Background: an optimization exercise with open tools, aiming at small area, a short achievable clock period and few clock cycles per item. Do not read the settings as production practice. In this exercise RTL edits were held to simulation tests only and were not proved equivalent to the original. No activity file was given, so power comes from the tool's default toggle rates.

**design.v**
```verilog
module initialize_mem(clk, srst, start, write, finished, address, finished_shuffle);
input srst;  
input clk, start, finished_shuffle;
output write, finished;
output [7:0] address;
wire update_data, reset, add;
reg [7:0] count;
reg [8:0] state;
parameter idle            = 9'b0000_00000;
parameter reset_count     = 9'b0001_00001;
parameter check_counter   = 9'b0010_00000;
parameter update_mem      = 9'b0011_00010;
parameter write_mem       = 9'b0100_00100;
parameter increment_count = 9'b0101_10000;
parameter reset_counter   = 9'b0110_00001;
parameter finish          = 9'b0111_01000;
parameter finish1         = 9'b1000_01000;
parameter wait_for_finish = 9'b1001_00000;
parameter update_mem1      = 9'b1011_00010;
parameter write_mem1       = 9'b1100_00100;
assign reset        = state[0];
assign update_data  = state[1];
assign write        = state[2];
assign finished     = state[3];
assign add          = state[4];
always_ff @(posedge clk) begin
if (srst) state <= idle; else
case(state)
  idle: begin
	 if (start) begin
		state <= reset_count;  
	  end
	end
  reset_count: state <= check_counter;
  check_counter: begin 
		  if (count == 8'd255)  
	            state <= update_mem1; 
		  else
		    state <= update_mem;  
		 end 
  update_mem: state <= write_mem;  
  write_mem: state <= increment_count;  
  increment_count: state <= check_counter;  
  update_mem1: state <= write_mem1;
  write_mem1: state <= reset_counter;
  reset_counter: state <= finish;
  finish: state <= finish1;
  finish1: state <= wait_for_finish;
  wait_for_finish: begin 
	            if (finished_shuffle == 1'b1)  
	             state <= idle;
	            else
	             state <= wait_for_finish;
	           end 
  default: state <= idle;
endcase  
end
flopr_en #(8)    address_update(.clk(clk), .clr(reset), .d(count), .q(address), .en(update_data));  
flopr_en #(8)   counter_add (.clk(clk), .clr(reset), .d(count+1'b1), .q(count), .en(add));  
endmodule
module flopr_en(clk, clr, d, q, en);  
 parameter n = 1;
 input clk, clr, en;
 input [n-1:0] d;
 output reg [n-1:0] q;
 wire [n-1:0] next_out;
 assign next_out = en ? d : q;
 always @(posedge clk) begin
   if(clr) q <= {n{1'b0}};
   else q <= next_out;
 end 
endmodule
module shuffle(clk, srst, start, finished, secret_key, read_data, write_en, data, address_out, finish_rest);
input srst;  
input clk, start, finish_rest;
input [23:0] secret_key;
input [7:0] read_data;
output finished, write_en;
output [7:0] data, address_out;
wire [7:0] secret_key_output, secret_key_output_reg, mem_i, mem_j, address_in, data_in;
wire addr_sel, reset, update_address_in, update_address_out, update_j, update_mem_i, update_mem_j;
wire update_data_i, update_data_j, add, reg_enable_output, update_data, mem_sel;
parameter keylength = 8'd3;
parameter idle                           = 20'b000000_00000000000000;
parameter reset_all                      = 20'b000001_00000000000001;
parameter check_counter                  = 20'b000010_00000000000000;
parameter update_address_i               = 20'b000011_01000000000110;
parameter read_mem_i                     = 20'b000100_00000000001000;
parameter wait_clock_1                   = 20'b000101_00000000000000;
parameter wait_clock_2                   = 20'b000110_00000000000000;
parameter update_j_counter_update_mem_i  = 20'b000111_00000000110000;
parameter update_address_j               = 20'b001000_00000000000100;
parameter read_mem_j                     = 20'b001001_00000000001000;
parameter wait_clock_3                   = 20'b001010_00000000000000;
parameter wait_clock_4                   = 20'b001011_00000000000000;
parameter update_data_i_mem_j            = 20'b001100_00000011000000;
parameter write_j_to_i                   = 20'b001101_00000100000000;
parameter addr_i                         = 20'b001110_00000000000110;
parameter addr_out_update_data_j         = 20'b001111_00001010001000;
parameter write_i_to_j                   = 20'b010000_00000100000000;
parameter increment_count                = 20'b010001_00010000000000;
parameter reset_counter                  = 20'b010010_00000000000001;
parameter finish                         = 20'b010011_00100000000000;
parameter update_data_first              = 20'b010100_10000000000000;
parameter update_data_second             = 20'b010101_10000000000000;
parameter update_address_i1               = 20'b100011_01000000000110;
parameter read_mem_i1                     = 20'b100100_00000000001000;
parameter wait_clock_11                   = 20'b100101_00000000000000;
parameter wait_clock_21                   = 20'b100110_00000000000000;
parameter update_j_counter_update_mem_i1  = 20'b100111_00000000110000;
parameter update_address_j1               = 20'b101000_00000000000100;
parameter read_mem_j1                     = 20'b101001_00000000001000;
parameter wait_clock_31                   = 20'b101010_00000000000000;
parameter wait_clock_41                   = 20'b101011_00000000000000;
parameter update_data_i_mem_j1            = 20'b101100_00000011000000;
parameter write_j_to_i1                   = 20'b101101_00000100000000;
parameter addr_i1                         = 20'b101110_00000000000110;
parameter addr_out_update_data_j1         = 20'b101111_00001010001000;
parameter write_i_to_j1                   = 20'b110000_00000100000000;
parameter update_data_first1              = 20'b110100_10000000000000;
parameter update_data_second1             = 20'b110101_10000000000000;
parameter finish1                         = 20'b110011_00100000000000;
parameter wait_for_finish                 = 20'b110100_00000000000000;
reg [7:0] count;  
reg [7:0] j;
reg [19:0] state;
assign reset                    = state[0];
assign addr_sel                 = state[1];
assign update_address_in        = state[2];
assign update_address_out       = state[3];
assign update_j                 = state[4];
assign update_mem_i             = state[5];
assign update_mem_j             = state[6];
assign update_data_i            = state[7];
assign write_en                 = state[8];
assign mem_sel                  = state[9];
assign add                      = state[10];
assign finished                 = state[11];
assign reg_enable_output        = state[12];
assign update_data              = state[13];
always_ff @(posedge clk) begin
if (srst) state <= idle; else
case(state)
  idle: begin
	 if (start) begin
		state <= reset_all; 
	  end
	end
  reset_all: state <= check_counter;
  check_counter: begin 
		  if (count == 8'd255)
	            state <= update_address_i1;  
		  else
		    state <= update_address_i;
		 end 
  update_address_i: state <= read_mem_i;  
  read_mem_i: state <= wait_clock_1;
  wait_clock_1: state <= wait_clock_2;
  wait_clock_2: state <= update_j_counter_update_mem_i;  
  update_j_counter_update_mem_i: state <= update_address_j;  
  update_address_j: state <= read_mem_j;  
  read_mem_j: state <= wait_clock_3;
  wait_clock_3: state <= wait_clock_4;
  wait_clock_4: state <= update_data_i_mem_j;  
  update_data_i_mem_j: state <= update_data_first;  
  update_data_first: state <= write_j_to_i;  
  write_j_to_i: state <= addr_i;  
  addr_i: state <= addr_out_update_data_j;  
  addr_out_update_data_j: state <= update_data_second;  
  update_data_second: state <= write_i_to_j;  
  write_i_to_j: state <= increment_count;  
  increment_count: state <= check_counter;  
  update_address_i1: state <= read_mem_i1;
  read_mem_i1: state <= wait_clock_11;
  wait_clock_11: state <= wait_clock_21;
  wait_clock_21: state <= update_j_counter_update_mem_i1;
  update_j_counter_update_mem_i1: state <= update_address_j1;
  update_address_j1: state <= read_mem_j1;	
  read_mem_j1: state <= wait_clock_31;
  wait_clock_31: state <= wait_clock_41;
  wait_clock_41: state <= update_data_i_mem_j1;
  update_data_i_mem_j1: state <= update_data_first1;
  update_data_first1: state <= write_j_to_i1;
  write_j_to_i1: state <= addr_i1;
  addr_i1: state <= addr_out_update_data_j1;
  addr_out_update_data_j1: state <= update_data_second1;
  update_data_second1: state <= write_i_to_j1;
  write_i_to_j1: state <= reset_counter;
  reset_counter: state <= finish;
  finish: state <= finish1;
  finish1: state <= wait_for_finish;
  wait_for_finish: begin 
		  if (finish_rest == 1'b1)
	            state <= idle;
		  else
		    state <= wait_for_finish;
		 end 
  default: state <= idle;
endcase  
end
flopr_en #(8)   counter_add (.clk(clk), .clr(reset), .d(count+1'b1), .q(count), .en(add));
Mux3a #(8)      modselect(.a2(secret_key[7:0]), .a1(secret_key[15:8]), .a0(secret_key[23:16]), .s(count % keylength), .b(secret_key_output));
flopr_en #(8)   reg_secret_key(.clk(clk), .en(reg_enable_output), .d(secret_key_output), .clr(reset), .q(secret_key_output_reg));
flopr_en #(8)   j_add (.clk(clk), .clr(reset), .d(j + read_data + secret_key_output_reg), .q(j), .en(update_j));
flopr_en #(8)   data_i(.clk(clk), .clr(reset), .d(read_data), .q(mem_i), .en(update_mem_i));
flopr_en #(8)   data_j(.clk(clk), .clr(reset), .d(read_data), .q(mem_j), .en(update_mem_j));
flopr_en #(8)   address_in_reg(.clk(clk), .clr(reset), .d(addr_sel ? count : j), .q(address_in), .en(update_address_in));
flopr_en #(8)   address_out_reg(.clk(clk), .clr(reset), .d(address_in), .q(address_out), .en(update_address_out));
flopr_en #(8)   data_i_out(.clk(clk), .clr(reset), .d(mem_sel ? mem_j : mem_i), .q(data_in), .en(update_data_i));
flopr_en #(8)   data_out(.clk(clk), .clr(reset), .d(data_in), .q(data), .en(update_data));
endmodule
module Mux3a(a2, a1, a0, s, b) ;
  parameter k = 1 ;
  input [k-1:0] a0, a1, a2 ;   
  input [7:0]   s ;  
  output[k-1:0] b ;
  reg [k-1:0] b ;
  always @(*) begin
    case(s) 
      8'b000: b = a0 ;
      8'b001: b = a1 ;
      8'b010: b = a2 ;
      default: b =  {k{1'bx}} ;
    endcase
  end
endmodule
module vDFFE(clk, en, in, out) ;  
  parameter n = 1;   
  input clk, en ;
  input  [n-1:0] in ;
  output [n-1:0] out ;
  reg    [n-1:0] out ;
  wire   [n-1:0] next_out ;
  assign next_out = en ? in : out;
  always @(posedge clk)
    out <= next_out;  
endmodule 
module decrypt(clk, srst, start, finished, read_data, write_en_s, data, address_s, address_e, write_en_d, read_encrypt_data);
input srst;  
input clk, start;
input [7:0] read_data, read_encrypt_data;
output finished, write_en_d, write_en_s;
output [7:0] data, address_s;
output [7:0] address_e;
wire reset, add, update_addr_i, update_j, update_addr_j, store_data_i, store_data_j, update_data_i, update_data_j,
     update_addr_i_j, update_addr_k, update_f, store_encrypt, update_data_f, increment_k;
wire [7:0] mem_i, mem_j, mem_e, f;
parameter idle 					= 24'b000000_000_000_000_000_000_000;
parameter reset_all                		= 24'b000001_000_000_000_000_000_001;
parameter check_k                     		= 24'b000010_000_000_000_000_000_000;
parameter increment_i                   	= 24'b000011_000_000_000_000_000_010;
parameter update_address_i  		   	= 24'b000100_000_000_000_000_000_100;
parameter wait_clock1 			   	= 24'b000101_000_000_000_000_000_000;
parameter wait_clock2 				= 24'b000110_000_000_000_000_000_000;
parameter update_j_store_i 			= 24'b000111_000_000_000_000_101_000;
parameter update_address_j 			= 24'b001000_000_000_000_000_010_000;
parameter wait_clock3 				= 24'b001001_000_000_000_000_000_000;
parameter wait_clock4 				= 24'b001010_000_000_000_000_000_000;
parameter store_j_update_data_i 		= 24'b001011_000_000_000_011_000_000;
parameter write_j_i 				= 24'b001100_001_000_000_000_000_000;
parameter update_address_i_update_data_j 	= 24'b001101_000_000_000_100_000_100;
parameter write_i_j 				= 24'b001110_001_000_000_000_000_000;
parameter update_address_i_j 			= 24'b001111_000_000_001_000_000_000;
parameter wait_clock5 				= 24'b010000_000_000_000_000_000_000;
parameter wait_clock6 				= 24'b010001_000_000_000_000_000_000;
parameter update_f_address_k 			= 24'b010010_000_000_110_000_000_000;
parameter wait_clock7 				= 24'b010011_000_000_000_000_000_000;
parameter wait_clock8 				= 24'b010100_000_000_000_000_000_000;
parameter store_encr 				= 24'b010101_000_001_000_000_000_000;
parameter up_data_f 				= 24'b010110_000_010_000_000_000_000;
parameter write_f 				= 24'b010111_010_000_000_000_000_000;
parameter k_adder 				= 24'b011000_000_100_000_000_000_000;
parameter reset_k				= 24'b011001_000_000_000_000_000_001;
parameter finish 				= 24'b011010_100_000_000_000_000_000;
parameter finish1 				= 24'b011011_100_000_000_000_000_000;
reg [7:0] k;
reg [7:0] i;
reg [7:0] j;
wire [7:0] xor_f = {f[7] ^ mem_e[7], f[6] ^ mem_e[6], f[5] ^ mem_e[5], f[4] ^ mem_e[4], f[3] ^ mem_e[3], f[2] ^ mem_e[2], f[1] ^ mem_e[1], f[0] ^ mem_e[0]};  
reg [23:0] state;
assign reset          = state[0];
assign add            = state[1];
assign update_addr_i  = state[2];
assign update_j       = state[3];
assign update_addr_j  = state[4];
assign store_data_i   = state[5];
assign store_data_j   = state[6];
assign update_data_i  = state[7];
assign update_data_j  = state[8];
assign update_addr_i_j= state[9];
assign update_addr_k  = state[10];
assign update_f       = state[11];
assign store_encrypt  = state[12];
assign update_data_f  = state[13];
assign increment_k    = state[14];
assign write_en_s     = state[15];
assign write_en_d     = state[16];
assign finished       = state[17];
always_ff @(posedge clk) begin
if (srst) state <= idle; else
case(state)
  idle: begin
	 if (start) begin
		state <= reset_all;  
	  end
	end
   reset_all: state <= check_k; 
   check_k: begin 
	     if (k == 8'd32)  
	       state <= reset_k;
	     else
	       state <= increment_i;  
	    end
   increment_i: state <= update_address_i;  
   update_address_i: state <= wait_clock1;  
   wait_clock1: state <= wait_clock2;
   wait_clock2: state <= update_j_store_i;  
   update_j_store_i: state <= update_address_j;  
   update_address_j: state <= wait_clock3;
   wait_clock3: state <= wait_clock4;
   wait_clock4: state <= store_j_update_data_i;  
   store_j_update_data_i: state <= write_j_i;  
   write_j_i: state <= update_address_i_update_data_j;  
   update_address_i_update_data_j: state <= write_i_j;  
   write_i_j: state <= update_address_i_j;  
   update_address_i_j: state <= wait_clock5;
   wait_clock5: state <= wait_clock6;
   wait_clock6: state <= update_f_address_k;  
   update_f_address_k: state <= wait_clock7;
   wait_clock7: state <= wait_clock8;
   wait_clock8: state <= store_encr;  
   store_encr: state <= up_data_f;  
   up_data_f: state <= write_f;  
   write_f: state <= k_adder;  
   k_adder: state <= check_k;  
   reset_k: state <= finish;
   finish: state <= finish1;
   finish1: state <= idle; 
default state <= idle;
endcase
end
flopr_en #(8)   counter_add (.clk(clk), .clr(reset), .d(i+1'b1), .q(i), .en(add)); 
flopr_en #(8)   addr_i (.clk(clk), .clr(reset), .d(update_addr_i_j ? (mem_i + mem_j) : (update_addr_i ? i : j) ), 
			.q(address_s), .en(update_addr_i | update_addr_j | update_addr_i_j));  
flopr_en #(8)   j_update (.clk(clk), .clr(reset), .d(j+read_data), .q(j), .en(update_j));
flopr_en #(8)   store_i (.clk(clk), .clr(reset), .d(read_data), .q(mem_i), .en(store_data_i));
flopr_en #(8)   store_j (.clk(clk), .clr(reset), .d(read_data), .q(mem_j), .en(store_data_j));
flopr_en #(8)   data_i (.clk(clk), .clr(reset), .d(update_data_f ? xor_f : (update_data_i ? mem_i : mem_j) ), 
			.q(data), .en(update_data_i | update_data_f | update_data_j) );  
flopr_en #(8)   addr_k (.clk(clk), .clr(reset), .d(k), .q(address_e), .en(update_addr_k));
flopr_en #(8)   f_update (.clk(clk), .clr(reset), .d(read_data), .q(f), .en(update_f));
flopr_en #(8)   encrypt_mem_store (.clk(clk), .clr(reset), .d(read_encrypt_data), .q(mem_e), .en(store_encrypt));
flopr_en #(8)   add_k (.clk(clk), .clr(reset), .d(k+1'b1), .q(k), .en(increment_k));
endmodule
module check_message(clk, srst, start, finished, decrypt_data, address_for_check, LED);
input srst;  
input clk, start;
output finished, LED;
input [7:0] decrypt_data;
output [7:0] address_for_check;
wire reset, add_k, update_addr;
parameter idle 			= 9'b0000_00000;
parameter reset_all		= 9'b0001_00001;
parameter check_k 		= 9'b0010_00000;
parameter light_LED		= 9'b0011_01000;
parameter wait_clock1 		= 9'b0100_00000;
parameter wait_clock2 		= 9'b0101_00000;
parameter check_data 		= 9'b0110_00000;
parameter increment_k 		= 9'b0111_00010;
parameter update_address 	= 9'b1000_00100;
parameter finish 		= 9'b1001_10000;
parameter finish1 		= 9'b1010_10000;
reg [7:0] k;
reg [8:0] state;
assign reset = state[0];
assign add_k = state[1];
assign update_addr = state[2];
assign LED = state[3];
assign finished = state[4];
always_ff @(posedge clk) begin
if (srst) state <= idle; else
case(state)
  idle: begin
	 if (start) begin
		state <= reset_all;  
	  end
	end
   reset_all: state <= check_k;  
   check_k: begin 
	     if (k == 8'd32)
	       state <= light_LED;  
	     else
	       state <= wait_clock1;  
	     end
   light_LED: state <= light_LED;  
   wait_clock1: state <= wait_clock2;  
   wait_clock2: state <= check_data;
   check_data: begin 
	   	 if ((decrypt_data >= 8'd97 & decrypt_data <=8'd122) | decrypt_data == 8'd32)  
	          state <= increment_k;
	         else
	          state <= finish;  
	       end
   increment_k: state <= update_address;  
   update_address: state <= check_k;  
   finish: state <= finish1;
   finish1: state <= idle;
default: state <= idle; 
endcase
end
flopr_en #(8)   update_k(.clk(clk), .clr(reset), .d(k+1'b1), .q(k), .en(add_k));  
flopr_en #(8)   update_a (.clk(clk), .clr(reset), .d(k), .q(address_for_check), .en(update_addr));  
endmodule
module calculate_key(clk, srst, start, finish, secret_key_in, secret_key_out, LED1, load, key_init);
input srst;  
input load;  
input [23:0] key_init;
input clk, start;
output finish, LED1;
input [23:0] secret_key_in;
output [23:0] secret_key_out;
wire reset, update;
parameter idle      		= 8'b0000_0000;
parameter finished  		= 8'b0001_0001;
parameter finished1 		= 8'b0010_0001;
parameter update_key      	= 8'b0011_0010;
parameter check      		= 8'b0100_0000;
parameter light_led1      	= 8'b0101_0100;
parameter check_reset 		= 8'b0111_0000;
parameter reset_key       	= 8'b0110_1000;
reg [7:0] state;
assign finish = state[0];
assign update = state[1];
assign LED1   = state[2];
assign reset  = state[3];
always_ff @(posedge clk) begin
if (srst) state <= idle; else
case(state)
  idle: begin
	 if (start) begin
		state <= update_key;  
	  end
	end
  update_key: state <= check_reset;  
  check_reset:  begin 
	   	  if (secret_key_out)  
	           state <= check;
	          else
	           state <= reset_key;
	        end
  reset_key: state <= finished;
  check:  begin 
	   if (secret_key_in == 24'b0100_0000_0000_0000_0000_0000)  
	    state <= light_led1;
	   else
	    state <= finished;  
	  end
  light_led1: state <= light_led1;
  finished: state <= finished1;
  finished1: state <= idle;
  default: state <= idle;
endcase
end
flopr_en #(24)   update_secret_key (.clk(clk), .clr(reset & ~load), .d(load ? key_init : secret_key_in+1'b1), .q(secret_key_out), .en(update | load)); 
endmodule
module rc4_crack(clk, rst, start, key_init, ct_we, ct_addr, ct_wdata, pt_addr,
                 pt_data, busy, done, found, key);
input clk, rst, start;
input [23:0] key_init;
input ct_we;
input [4:0] ct_addr;
input [7:0] ct_wdata;
input [4:0] pt_addr;
output [7:0] pt_data;
output busy, done, found;
output [23:0] key;
wire finished, write, finished_shuffle, write_shuffle, a_sel, data_sel, write_sel, finished_rest, write_en_d, write_en_s;
wire [7:0] address, data, read_data, shuffle_address, address_e, address_s, encrypt_data, write_data,
           decrypt_data, address_for_check;
wire a_select, data_select, write_select, finished_all, finished_check_message, address_decrypt;
wire found_led, exhausted_led;
wire [23:0] secret_key;
reg running;  
reg kick;     
wire accept = start & ~busy;
wire srst   = rst | accept;  
assign busy  = running & ~(found_led | exhausted_led);
assign done  = running & (found_led | exhausted_led);
assign found = running & found_led;
assign key   = secret_key;
always @(posedge clk) begin
  if (rst) begin
    running <= 1'b0;
    kick    <= 1'b0;
  end else begin
    if (accept) running <= 1'b1;
    kick <= accept;
  end
end
initialize_mem initialize(.clk(clk), .srst(srst), .start(finished_all | kick), .finished(finished), .write(write), .address(address),
                          .finished_shuffle(finished_rest) );  
reg [7:0] s_mem [0:255];
reg [7:0] s_q;
wire [7:0] s_addr = a_select ? address_s : (a_sel ? shuffle_address : address);
wire [7:0] s_data = data_select ? write_data : (data_sel ? data : address);
wire       s_wren = write_select ? write_en_s : (write_sel ? write_shuffle : write);
always @(posedge clk) begin
  if (s_wren) s_mem[s_addr] <= s_data;
  s_q <= s_mem[s_addr];
end
assign read_data = s_q;
shuffle   shuffle_module(.clk(clk), .srst(srst), .start(finished), .finished(finished_shuffle),
                         .secret_key(secret_key), .read_data(read_data), .write_en(write_shuffle), .data(data),
                         .address_out(shuffle_address), .finish_rest(finished_rest));  
decrypt  decrypt1(.clk(clk), .srst(srst), .start(finished_shuffle),
                  .finished(finished_rest), .read_data(read_data), .read_encrypt_data(encrypt_data), .write_en_s(write_en_s),
                  .data(write_data), .address_s(address_s), .address_e(address_e),
                  .write_en_d(write_en_d));  
check_message    c_m(.clk(clk), .srst(srst), .start(finished_rest), .finished(finished_check_message),
                     .decrypt_data(decrypt_data), .address_for_check(address_for_check), .LED(found_led));  
calculate_key   key_calc(.clk(clk), .srst(srst), .start(finished_check_message), .finish(finished_all),
                         .secret_key_in(secret_key), .secret_key_out(secret_key), .LED1(exhausted_led),
                         .load(accept), .key_init(key_init));  
reg [7:0] e_mem [0:31];
reg [7:0] e_q;
always @(posedge clk) begin
  if (ct_we) e_mem[ct_addr] <= ct_wdata;
  e_q <= e_mem[address_e[4:0]];
end
assign encrypt_data = e_q;
reg [7:0] d_mem [0:31];
reg [7:0] d_q;
wire [4:0] d_addr = address_decrypt ? address_for_check[4:0] : address_e[4:0];
always @(posedge clk) begin
  if (write_en_d) d_mem[d_addr] <= write_data;
  d_q <= d_mem[d_addr];
end
assign decrypt_data = d_q;
assign pt_data = d_mem[pt_addr];
wire clr_sel = srst | finished_all;
flopr_en reg_a_sel(.clk(clk), .clr(clr_sel), .d(1'b1), .q(a_sel), .en(finished));
flopr_en reg_data_sel(.clk(clk), .clr(clr_sel), .d(1'b1), .q(data_sel), .en(finished));
flopr_en reg_write_sel(.clk(clk), .clr(clr_sel), .d(1'b1), .q(write_sel), .en(finished));
flopr_en reg_a_select(.clk(clk), .clr(clr_sel), .d(1'b1), .q(a_select), .en(finished_shuffle));
flopr_en reg_data_select(.clk(clk), .clr(clr_sel), .d(1'b1), .q(data_select), .en(finished_shuffle));
flopr_en reg_write_select(.clk(clk), .clr(clr_sel), .d(1'b1), .q(write_select), .en(finished_shuffle));
flopr_en reg_dec_select(.clk(clk), .clr(clr_sel), .d(1'b1), .q(address_decrypt), .en(finished_rest));
endmodule
```
**run.sh**
```bash
#!/bin/bash
# synth_recipe.tcl (not shown) runs the flow's synth.tcl, then flattens the netlist and writes it again
# the make line also repeats each setting of config.mk as NAME=value (left out here)
make -C /OpenROAD-flow-scripts/flow DESIGN_CONFIG=/design/flow/config.mk WORK_HOME=/design/flow/orfs CLKGATE_MAP_FILE= SYNTH_SCRIPT=/design/flow/synth_recipe.tcl finish
```
**config.mk**
```make
export PLATFORM = sky130hd
export DESIGN_NAME = rc4_crack
export DESIGN_NICKNAME = rc4_crack
export VERILOG_FILES = /design/flow/design.v
export SDC_FILE = /design/flow/constraint.sdc
export NUM_CORES = 4
export LEC_CHECK = 0
export CAP_MARGIN = 20
export CORE_MARGIN = 2
export CORE_UTILIZATION = 40
export SLEW_MARGIN = 20
```
**constraint.sdc**
```tcl
create_clock -name core_clock -period 8.0 [get_ports {clk}]
set_input_delay 1.6000 -clock core_clock [delete_from_list [all_inputs] [get_ports {clk}]]
set_output_delay 1.6000 -clock core_clock [all_outputs]
set_load 0.01 [all_outputs]
```
==> run_summary.xml <==
<?xml version="1.0" encoding="UTF-8"?>
<metrics>
  <group name="status">
    <metric name="run_status" unit="">complete, no violations</metric>
  </group>
  <group name="synthesis">
    <metric name="synth_enable_flop_cells" unit="">2560</metric>
    <metric name="synth_top_cells_by_area" unit="">edfxtp_1, mux4_2, dfxtp_1</metric>
    <metric name="yosysMostFrequentCell" unit="">edfxtp_1</metric>
    <metric name="synth-seq-area-share" unit="">0.710</metric>
    <metric name="synth.largest_area_cell" unit="">edfxtp_1</metric>
    <metric name="synth.net_count" unit="">6810</metric>
    <metric name="synth_largest_type_area_fraction" unit="">0.660</metric>
    <metric name="synth_warnings" unit="">10</metric>
    <metric name="synth_cell_type_count" unit="">80</metric>
    <metric name="synth_area_per_cell" unit="µm²">17.3</metric>
    <metric name="yosys-top-cells-count" unit="">edfxtp_1, mux4_2, nor2_1</metric>
    <metric name="yosys_register_bits" unit="">2855</metric>
    <metric name="dominantRegCellSynth" unit="">edfxtp_1</metric>
    <metric name="async_flop_share" unit="">0</metric>
    <metric name="netlist_instances" unit="">6721</metric>
    <metric name="syn_area" unit="µm²">117000</metric>
  </group>
  <group name="clock_network">
    <metric name="cts-hold-fix-buffers" unit="">0</metric>
    <metric name="htreeDepth" unit="">5</metric>
    <metric name="number_of_post_cts_setup_repair_buffers" unit="">0</metric>
    <metric name="numCtsBuffers" unit="">305</metric>
    <metric name="clkLatencyLatePin" unit="ns">0.86</metric>
    <metric name="cts_max_path_bufs" unit="">4</metric>
    <metric name="root_buffer" unit="">clkbuf_16</metric>
    <metric name="tritoncts_num_sinks" unit="">2855</metric>
    <metric name="post_cts_resized" unit="">0</metric>
    <metric name="clkTransAtPathRegs" unit="ns">0.06</metric>
    <metric name="cts_tree" unit="">yes</metric>
  </group>
  <group name="drt">
    <metric name="wl_per_cell" unit="µm">26.8</metric>
    <metric name="route.detailed.drc" unit="">0</metric>
    <metric name="detailedRoute.firstPassIterationCount" unit="">6</metric>
    <metric name="drtAntennaViolNets" unit="">0</metric>
    <metric name="finalWirelength" unit="µm">294000</metric>
    <metric name="routed-via-count" unit="">63078</metric>
    <metric name="drt_iter0_markers" unit="">7326</metric>
    <metric name="route.detailed.vias_per_inst" unit="">5.75</metric>
  </group>
  <group name="sta">
    <metric name="layout_min_cycle_time" unit="ns">6.01</metric>
    <metric name="slew_violations" unit="">0</metric>
    <metric name="worst_slew_margin_rel" unit="">0.175</metric>
    <metric name="timing.fmax" unit="MHz">167</metric>
    <metric name="hold_viol_final" unit="">0</metric>
    <metric name="grt_setup_unrepaired" unit="">false</metric>
    <metric name="fin_worst_skew" unit="ns">0.0895</metric>
    <metric name="totalNegativeSetupSlack" unit="ns">0</metric>
    <metric name="timing_worst_slew_pin_value" unit="ns">1.23</metric>
    <metric name="period_share" unit="">0.751</metric>
    <metric name="timing.final.ws_setup" unit="ns">1.99</metric>
    <metric name="setup_viol_count_final" unit="">0</metric>
  </group>
  <group name="worst_setup_path">
    <metric name="worstSetupStartpointType" unit="">input port</metric>
    <metric name="critical_path.reg2reg.endpoint" unit="">s_q[3]</metric>
    <metric name="critical_path.startpoint" unit="">pt_addr[0]</metric>
    <metric name="worst-setup-path-type" unit="">in2out</metric>
    <metric name="r2r_setup_slack" unit="ns">2.79</metric>
    <metric name="worstPathArrival" unit="ns">4.41</metric>
    <metric name="worstPathMaxFanout" unit="">33</metric>
    <metric name="critPathRequiredTime" unit="ns">6.40</metric>
    <metric name="reg2reg_from" unit="">reg_a_select.q</metric>
    <metric name="worst-r2r-cell-count" unit="">12</metric>
    <metric name="critical_path_end_type" unit="">primary output</metric>
  </group>
  <group name="power_and_ir_drop">
    <metric name="power.leakage" unit="nW">39.6</metric>
    <metric name="power.clock.fraction" unit="">0.458</metric>
    <metric name="cellInternalPower" unit="mW">24.3</metric>
    <metric name="net-switching-power" unit="mW">5.95</metric>
    <metric name="ir_worst_vdd" unit="mV">0.164</metric>
    <metric name="seq_power_share" unit="">0.533</metric>
    <metric name="power_switching_share" unit="">0.197</metric>
    <metric name="cellPowerDensity" unit="nW/µm²">230</metric>
    <metric name="combinationalPowerShare" unit="">0.009</metric>
  </group>
  <group name="layout">
    <metric name="layout-area-overhead-vs-synth" unit="%">12.9</metric>
    <metric name="multi_input_area" unit="µm²">31900</metric>
    <metric name="nFillCells" unit="">24861</metric>
    <metric name="final_nets" unit="">6917</metric>
    <metric name="post_route_design_area" unit="µm²">132000</metric>
    <metric name="seq_area" unit="µm²">82800</metric>
    <metric name="core_occupancy_in_the_finished_layout" unit="">0.453</metric>
    <metric name="final_layout_size_suffix_gt1_frac" unit="">0.198</metric>
  </group>
  <group name="grt">
    <metric name="grt_start_max_net_pins" unit="">211</metric>
    <metric name="globalRoute.totalOverflow" unit="">0</metric>
    <metric name="antenna_found_initial" unit="">12</metric>
    <metric name="vias_in_the_first_global_route" unit="">62834</metric>
    <metric name="global_route_wire_length_before_repair" unit="µm">431000</metric>
    <metric name="grt_util_all_layers" unit="">0.196</metric>
  </group>
  <group name="floorplan">
    <metric name="initial_utilization" unit="">0.401</metric>
    <metric name="placeableCoreArea" unit="µm²">290000</metric>
    <metric name="placementRows" unit="">198</metric>
    <metric name="chipWidth" unit="µm">544</metric>
    <metric name="io_pins" unit="">81</metric>
    <metric name="die_area" unit="µm²">296000</metric>
    <metric name="dieHeight" unit="µm">544</metric>
  </group>
  <group name="worst_hold_path">
    <metric name="timing.hold.worst.class" unit="">reg2reg</metric>
    <metric name="timing.hold.worst.start" unit="">e_q[0]</metric>
    <metric name="worstHoldPathCells" unit="">2</metric>
    <metric name="worstHoldEndpoint" unit="">decrypt1.encrypt_mem_store.q[0]</metric>
  </group>
  <group name="flow_run">
    <metric name="drv_cap" unit="">0</metric>
  </group>
  <group name="place">
    <metric name="placement.cell_area" unit="µm²">122000</metric>
    <metric name="hpwl" unit="µm">175000</metric>
    <metric name="placement.setup.worst_slack" unit="ns">1.95</metric>
    <metric name="port_buffers" unit="">80</metric>
    <metric name="place.gp.congestion" unit="">0.862</metric>
  </group>
</metrics>
## placed cells by master (no fill, tap or decap), types with 24 or more instances in the layout
cell / instances
a211oi_1: 95
a21oi_1: 142
a22oi_1: 34
and3_1: 75
buf_4: 117
bufinv_16: 30
clkbuf_1: 65
clkbuf_16: 309
clkdlybuf4s50_1: 72
clkinv_1: 54
clkinv_2: 56
dfxtp_1: 288
edfxtp_1: 2560
ha_1: 33
inv_1: 50
mux2i_1: 227
mux4_2: 736
nand2_1: 590
nand3_1: 137
nand4_1: 55
nor2_1: 647
nor2b_1: 24
nor3_1: 48
nor4_1: 35
o21ai_0: 75
or3_1: 34
xnor2_1: 44
xor2_1: 36
## stage by stage
step / hold slack, ns / power (mW) / cells
after floorplan: 0.441 / 16.6 / 6721
after global placement: 0.456 / 16.7 / 10419
after detailed placement: 0.463 / 16.7 / 10419
after CTS: 0.478 / 30.5 / 10963
after global routing: 0.506 / 31.1 / 10966
final: 0.469 / 30.3 / 10966
## logic make-up after synthesis
family                   after synthesis  synth area share
buffers and inverters                466            0.0181
XOR/XNOR                              80           0.00601
AND/OR/NAND/NOR                     1777            0.0678
multiplexers                         986             0.164
AO/OA/AOI/OAI                        514            0.0286
adder cells (fa/ha/maj)               43           0.00526
flip-flops                          2855             0.710
## sequential cells by signal, indices dropped and copies added, names as in the netlist, 9 cells and up
signal	flops
e_mem	256
d_mem	256
key_calc.update_secret_key.q	24
shuffle_module.state	19
c_m.state	9
decrypt1.state	20
s_mem	2048
initialize.state	9
## power groups by stage
stage | Clock, mW | Sequential [mW] | Combinational, mW
final | 13.9 | 16.1 | 0.272
after floorplan | 0 | 16.4 | 0.158
after global placement | 0 | 16.4 | 0.269
after CTS | 14.1 | 16.1 | 0.277
after global routing | 14.7 | 16.1 | 0.298
after detailed placement | 0 | 16.4 | 0.276
## worst max path at each step
stage,endpoint
floorplan,s_mem[0][5]
global placement,pt_data[6]
global route,pt_data[3]
detailed placement,pt_data[0]
CTS,pt_data[0]
finish,pt_data[6]
## per-layer routing
layer / global-route usage / vias to the layer above / share of wire
li1: - / 26851 / -
met1: 0.277 / 33003 / 0.42
met2: 0.312 / 2734 / 0.47
met3: 0.0365 / 484 / 0.081
met4: 0.0545 / 6 / 0.027
met5: 0 / - / 0.000099
## worst max-delay path: stages
cell and delay (ns):
buf_4 0.52, buf_12 0.33, mux4_2 0.53, mux4_2 0.50, mux2_2 0.33, clkdlybuf4s50_1 0.50
## final cells by class
cell class,instances,area share
inverters,50,0.00143
repair buffers,216,0.0155
clock inverters,164,0.0127
diodes,1,0.0000190
multi-input cells,3400,0.243
clock buffers,380,0.0613
flip-flops and latches,2855,0.629
well taps,3900,0.0371
Testbench counts, summed over its fixed seeds: cycles 997,700, keys 154.

[afterwards: timing with drivers on the ports]
The flow's constraints put no driver on any port. The routed layout listed below was extracted and timed again, unchanged, in two steps. Step 1: set_driving_cell puts a clkbuf_16 on clk and a buf_2 on each other input, an assumption about the parent block. Step 2 moves the port delays by t, midway between the first and last clock arrival at a register: inputs arrive t later, outputs are due t later. That takes back most of the time a late clock gives input paths. Slacks: ideal / step 1 / step 2; pairs: ideal / step 1.
shift t [ns]: 0.911
setup WS [ns]: 1.995 / 1.963 / 1.963
slew at the worst register clock pin (ns): 0.06 / 0.06
After both steps this run still meets setup and hold. The setup slack of this run moves by -0.032 ns with the drivers and by -0.032 ns with both steps.
